Background: an optimization exercise with open tools, aiming at small area. Do not read the settings as production practice.
Function was checked by simulation only, so behaviour that the tests miss may differ from the original.

==> inputs of v18 <==
==> flow/design.v (excerpt) <==
module Arr4x4(Err_mac, Err_mult,
             w1_in, w2_in, w3_in, w4_in,
             a1_in, a2_in, a3_in, a4_in,
             w1_out, w2_out, w3_out, w4_out,
             a1_out, a2_out, a3_out, a4_out,
             c1_out, c2_out, c3_out, c4_out,
             clk, rst_n, hold);
==> flow/config.mk <==
export PLATFORM = sky130hd
export DESIGN_NAME = Arr4x4
export DESIGN_NICKNAME = Arr4x4
export VERILOG_FILES = /design/flow/design.v
export SDC_FILE = /design/flow/constraint.sdc
export NUM_CORES = 4
export LEC_CHECK = 0
export ABC_AREA = 1
export CAP_MARGIN = 20
export CORE_MARGIN = 2
export CORE_UTILIZATION = 60
export SLEW_MARGIN = 20
==> flow/constraint.sdc <==
create_clock -name core_clock -period 7.5 [get_ports {clk}]
set_input_delay 1.5000 -clock core_clock [delete_from_list [all_inputs] [get_ports {clk}]]
set_output_delay 1.5000 -clock core_clock [all_outputs]
set_load 0.01 [all_outputs]
standard.sh (not shown) runs the stock make flow with config.mk's settings and CLKGATE_MAP_FILE= SYNTH_SCRIPT=/design/flow/synth_recipe.tcl, a recipe that flattens the netlist after the stock synthesis.
==> flow/flow/run.sh <==
#!/bin/bash
# Standard layout, with one netlist step added after synthesis: invpush.py
# removes inverters around full-adder cells (a full adder is self-dual), which
# leaves the logic and every register unchanged. Ports are buffered with buf_1.
set -euo pipefail
W=$(pwd)
R=$W/orfs/results/$FLOW_PLATFORM/Arr4x4/base
bash standard.sh synth > $W/synth.log 2>&1
python3 $W/flow/invpush.py $R/1_2_yosys.v $R/1_2_yosys_invpush.v > $W/invpush.log 2>&1
cp $R/1_2_yosys.v $W/1_2_yosys_standard.v
mv $R/1_2_yosys_invpush.v $R/1_2_yosys.v
rm -f $R/1_synth.odb $R/1_synth.sdc
bash standard.sh "BUFFER_PORTS_ARGS=-buffer_cell sky130_fd_sc_hd__buf_1" finish > $W/layout.log 2>&1
Other scripts of this flow, unchanged in this note and not shown: flow/flow/invpush.py
==> v14: changes against v18 <==
--- a/flow/design.v
+++ b/flow/design.v
@@ -36,18 +36,18 @@
 endmodule
 module PE_c2(Err_mac, Err_mult, w, a, w1, a1, mac1, mult1, c_out, k_out);
 input Err_mac, Err_mult;
 input [7:0] w, a;
 output [16:0] c_out;
 output [0:0] k_out;
-wire [7:0] x = {a[7] & ~(Err_mac | Err_mult), a[6:0] & {7{~Err_mac}}};
-wire [7:0] y = {w[7:2] & {6{~Err_mult}}, w[1], Err_mult ? ~w[1] : w[0]};
+wire [7:0] x = {a[7] & ~Err_mult, a[6:0]};
+wire [7:0] y = {w[7:2] & {6{~(Err_mac | Err_mult)}}, w[1] & ~Err_mac, ~Err_mac & (Err_mult ? ~w[1] : w[0])};
 input [7:0] w1, a1;
 input mac1, mult1;
-wire [7:0] x1 = {a1[7] & ~(mac1 | mult1), a1[6:0] & {7{~mac1}}};
-wire [7:0] y1 = {w1[7:2] & {6{~mult1}}, w1[1], mult1 ? ~w1[1] : w1[0]};
+wire [7:0] x1 = {a1[7] & ~mult1, a1[6:0]};
+wire [7:0] y1 = {w1[7:2] & {6{~(mac1 | mult1)}}, w1[1] & ~mac1, ~mac1 & (mult1 ? ~w1[1] : w1[0])};
 wire n1, n2, n3, n4, n5, n6, n7, n8, n9, n10, n11, n12, n13, n14, n15, n16, n17, n18, n19, n20, n21, n22, n23, n24, n25, n26, n27, n28, n29, n30, n31, n32, n33, n34, n35, n36, n37, n38, n39, n40, n41, n42, n43, n44, n45, n46, n47, n48, n49, n50, n51, n52, n53, n54, n55, n56, n57, n58, n59, n60, n61, n62, n63, n64, n65, n66, n67, n68, n69, n70, n71, n72, n73, n74, n75, n76, n77, n78, n79, n80, n81, n82, n83, n84, n85, n86, n87, n88, n89, n90, n91, n92, n93, n94, n95, n96, n97, n98, n99, n100, n101, n102, n103, n104, n105, n106, n107, n108, n109, n110, n111, n112, n113, n114, n115, n116, n117, n118, n119, n120, n121, n122, n123, n124, n125, n126, n127, n128, n129, n130, n131, n132, n133, n134, n135, n136, n137, n138, n139, n140, n141, n142, n143, n144, n145, n146, n147, n148, n149, n150, n151, n152, n153, n154, n155, n156, n157, n158, n159, n160, n161, n162, n163, n164, n165, n166, n167, n168, n169, n170, n171, n172, n173, n174, n175, n176, n177, n178, n179, n180, n181, n182, n183, n184, n185, n186, n187, n188, n189, n190, n191, n192, n193, n194, n195, n196, n197, n198, n199, n200, n201, n202, n203, n204, n205, n206, n207, n208, n209, n210, n211, n212, n213, n214, n215, n216, n217, n218, n219, n220, n221, n222, n223, n224, n225, n226, n227, n228, n229, n230, n231, n232, n233, n234, n235, n236, n237, n238, n239, n240, n241, n242, n243, n244, n245, n246, n247, n248, n249, n250, n251, n252, n253, n254, n255, n256, n257, n258, n259, n260, n261, n262, n263, n264, n265, n266, n267, n268, n269, n270, n271, n272, n273, n274, n275, n276, n277, n278, n279, n280, n281, n282, n283, n284, n285, n286, n287, n288, n289, n290, n291, n292, n293, n294, n295, n296, n297, n298, n299, n300, n301, n302, n303, n304, n305, n306, n307, n308, n309, n310, n311, n312, n313, n314, n315, n316, n317, n318, n319, n320, n321, n322, n323, n324, n325, n326, n327, n328, n329, n330, n331, n332, n333, n334, n335, n336, n337, n338, n339, n340, n341, n342, n343, n344, n345, n346, n347, n348, n349, n350, n351, n352, n353, n354, n355, n356, n357, n358, n359, n360, n361, n362, n363, n364, n365, n366, n367, n368, n369, n370, n371;
 assign n1 = x[0] & y[0];
 assign n2 = x[0] & y[1];
 assign n3 = x[0] & y[2];
 assign n4 = x[0] & y[3];
 assign n5 = x[0] & y[4];
@@ -303,14 +303,14 @@
 input Err_mac, Err_mult;
 input [7:0] w, a;
 input [16:0] c_in;
 input [0:0] k_in;
 output [16:0] c_out;
 output [0:0] k_out;
-wire [7:0] x = {a[7] & ~(Err_mac | Err_mult), a[6:0] & {7{~Err_mac}}};
-wire [7:0] y = {w[7:2] & {6{~Err_mult}}, w[1], Err_mult ? ~w[1] : w[0]};
+wire [7:0] x = {a[7] & ~Err_mult, a[6:0]};
+wire [7:0] y = {w[7:2] & {6{~(Err_mac | Err_mult)}}, w[1] & ~Err_mac, ~Err_mac & (Err_mult ? ~w[1] : w[0])};
 wire n1, n2, n3, n4, n5, n6, n7, n8, n9, n10, n11, n12, n13, n14, n15, n16, n17, n18, n19, n20, n21, n22, n23, n24, n25, n26, n27, n28, n29, n30, n31, n32, n33, n34, n35, n36, n37, n38, n39, n40, n41, n42, n43, n44, n45, n46, n47, n48, n49, n50, n51, n52, n53, n54, n55, n56, n57, n58, n59, n60, n61, n62, n63, n64, n65, n66, n67, n68, n69, n70, n71, n72, n73, n74, n75, n76, n77, n78, n79, n80, n81, n82, n83, n84, n85, n86, n87, n88, n89, n90, n91, n92, n93, n94, n95, n96, n97, n98, n99, n100, n101, n102, n103, n104, n105, n106, n107, n108, n109, n110, n111, n112, n113, n114, n115, n116, n117, n118, n119, n120, n121, n122, n123, n124, n125, n126, n127, n128, n129, n130, n131, n132, n133, n134, n135, n136, n137, n138, n139, n140, n141, n142, n143, n144, n145, n146, n147, n148, n149, n150, n151, n152, n153, n154, n155, n156, n157, n158, n159, n160, n161, n162, n163, n164, n165, n166, n167, n168, n169, n170, n171, n172, n173, n174, n175, n176, n177, n178, n179, n180, n181, n182, n183, n184, n185, n186, n187, n188, n189, n190, n191, n192, n193, n194, n195, n196, n197, n198, n199, n200, n201, n202, n203, n204, n205, n206, n207, n208, n209, n210, n211, n212, n213, n214, n215, n216, n217, n218, n219, n220;
 assign n1 = x[0] & y[0];
 assign n2 = x[0] & y[1];
 assign n3 = x[0] & y[2];
 assign n4 = x[0] & y[3];
 assign n5 = x[0] & y[4];
@@ -459,14 +459,14 @@
 input Err_mac, Err_mult;
 input [7:0] w, a;
 input [16:0] c_in;
 input [0:0] k_in;
 output [17:0] c_out;
 output [0:0] k_out;
-wire [7:0] x = {a[7] & ~(Err_mac | Err_mult), a[6:0] & {7{~Err_mac}}};
-wire [7:0] y = {w[7:2] & {6{~Err_mult}}, w[1], Err_mult ? ~w[1] : w[0]};
+wire [7:0] x = {a[7] & ~Err_mult, a[6:0]};
+wire [7:0] y = {w[7:2] & {6{~(Err_mac | Err_mult)}}, w[1] & ~Err_mac, ~Err_mac & (Err_mult ? ~w[1] : w[0])};
 wire n1, n2, n3, n4, n5, n6, n7, n8, n9, n10, n11, n12, n13, n14, n15, n16, n17, n18, n19, n20, n21, n22, n23, n24, n25, n26, n27, n28, n29, n30, n31, n32, n33, n34, n35, n36, n37, n38, n39, n40, n41, n42, n43, n44, n45, n46, n47, n48, n49, n50, n51, n52, n53, n54, n55, n56, n57, n58, n59, n60, n61, n62, n63, n64, n65, n66, n67, n68, n69, n70, n71, n72, n73, n74, n75, n76, n77, n78, n79, n80, n81, n82, n83, n84, n85, n86, n87, n88, n89, n90, n91, n92, n93, n94, n95, n96, n97, n98, n99, n100, n101, n102, n103, n104, n105, n106, n107, n108, n109, n110, n111, n112, n113, n114, n115, n116, n117, n118, n119, n120, n121, n122, n123, n124, n125, n126, n127, n128, n129, n130, n131, n132, n133, n134, n135, n136, n137, n138, n139, n140, n141, n142, n143, n144, n145, n146, n147, n148, n149, n150, n151, n152, n153, n154, n155, n156, n157, n158, n159, n160, n161, n162, n163, n164, n165, n166, n167, n168, n169, n170, n171, n172, n173, n174, n175, n176, n177, n178, n179, n180, n181, n182, n183, n184, n185, n186, n187, n188, n189, n190, n191, n192, n193, n194, n195, n196, n197, n198, n199, n200, n201, n202, n203, n204, n205, n206, n207, n208, n209, n210, n211, n212, n213, n214, n215, n216, n217, n218, n219, n220, n221, n222;
 assign n1 = x[0] & y[0];
 assign n2 = x[0] & y[1];
 assign n3 = x[0] & y[2];
 assign n4 = x[0] & y[3];
 assign n5 = x[0] & y[4];
CAP_MARGIN = 10   (was 20)
CTS_BUF_LIST = sky130_fd_sc_hd__clkbuf_8   (was unset)
SLEW_MARGIN = 10   (was 20)
==> notes.md <==
	v18	v14
Clock latency on the worst-skew pair	0.64 ns	0.70 ns
Length in cells of the worst reg-to-reg path	16	14
Via count	28800	27900
Timing endpoint of the critical path	PE42.regC.out[10]	PE22.regC.out[10]
WL per Instance	21.0 um	20.2 um
Initial core utilization	60.4%	60.8%
Result of the run	finished clean	finished clean
Die X	275 um	273 um
Sequential portion of the cell area	25.8%	26.2%
Share of layout cells above drive strength 1	4.66%	6.18%
Detailed placer's ending HPWL	96.6 mm	90.1 mm
Endpoint with the worst hold slack	PE21.regA.out[0]	PE21.regA.out[7]
Worst setup skew after layout	0.0214 ns	0.0488 ns
Via-per-instance ratio	5.31	5.25
Tightest Pin Transition	1.01 ns	0.932 ns

## re-timing with driven ports
Ports are ideal in the flow. The routed layouts listed here were re-timed in OpenROAD.
Step 1: set_driving_cell puts a clkbuf_16 on clk and a buf_2 on each other input, an assumption about the parent block.
Step 2 times the ports against the registers' clock, not the clock port: input delays grow and output delays shrink by t, the midpoint of the rising clock arrivals with the driver on.
a / b / c = ideal / step 1 / step 2; a / b = the first two.
run | t, ns | setup slack, ns | worst setup path after step 2 | pins driven straight from the clock port
v18 | 0.696 | 0.526 / 0.561 / -0.135 | input to register | 1
v14 | 0.744 | 0.654 / 0.690 / -0.054 | input to register | 1
Met with ideal ports but missed after step 2: setup timing in v18 and v14. For v14, which loses most, drivers alone change the setup slack by +0.036 ns; drivers and shift together by -0.708 ns.
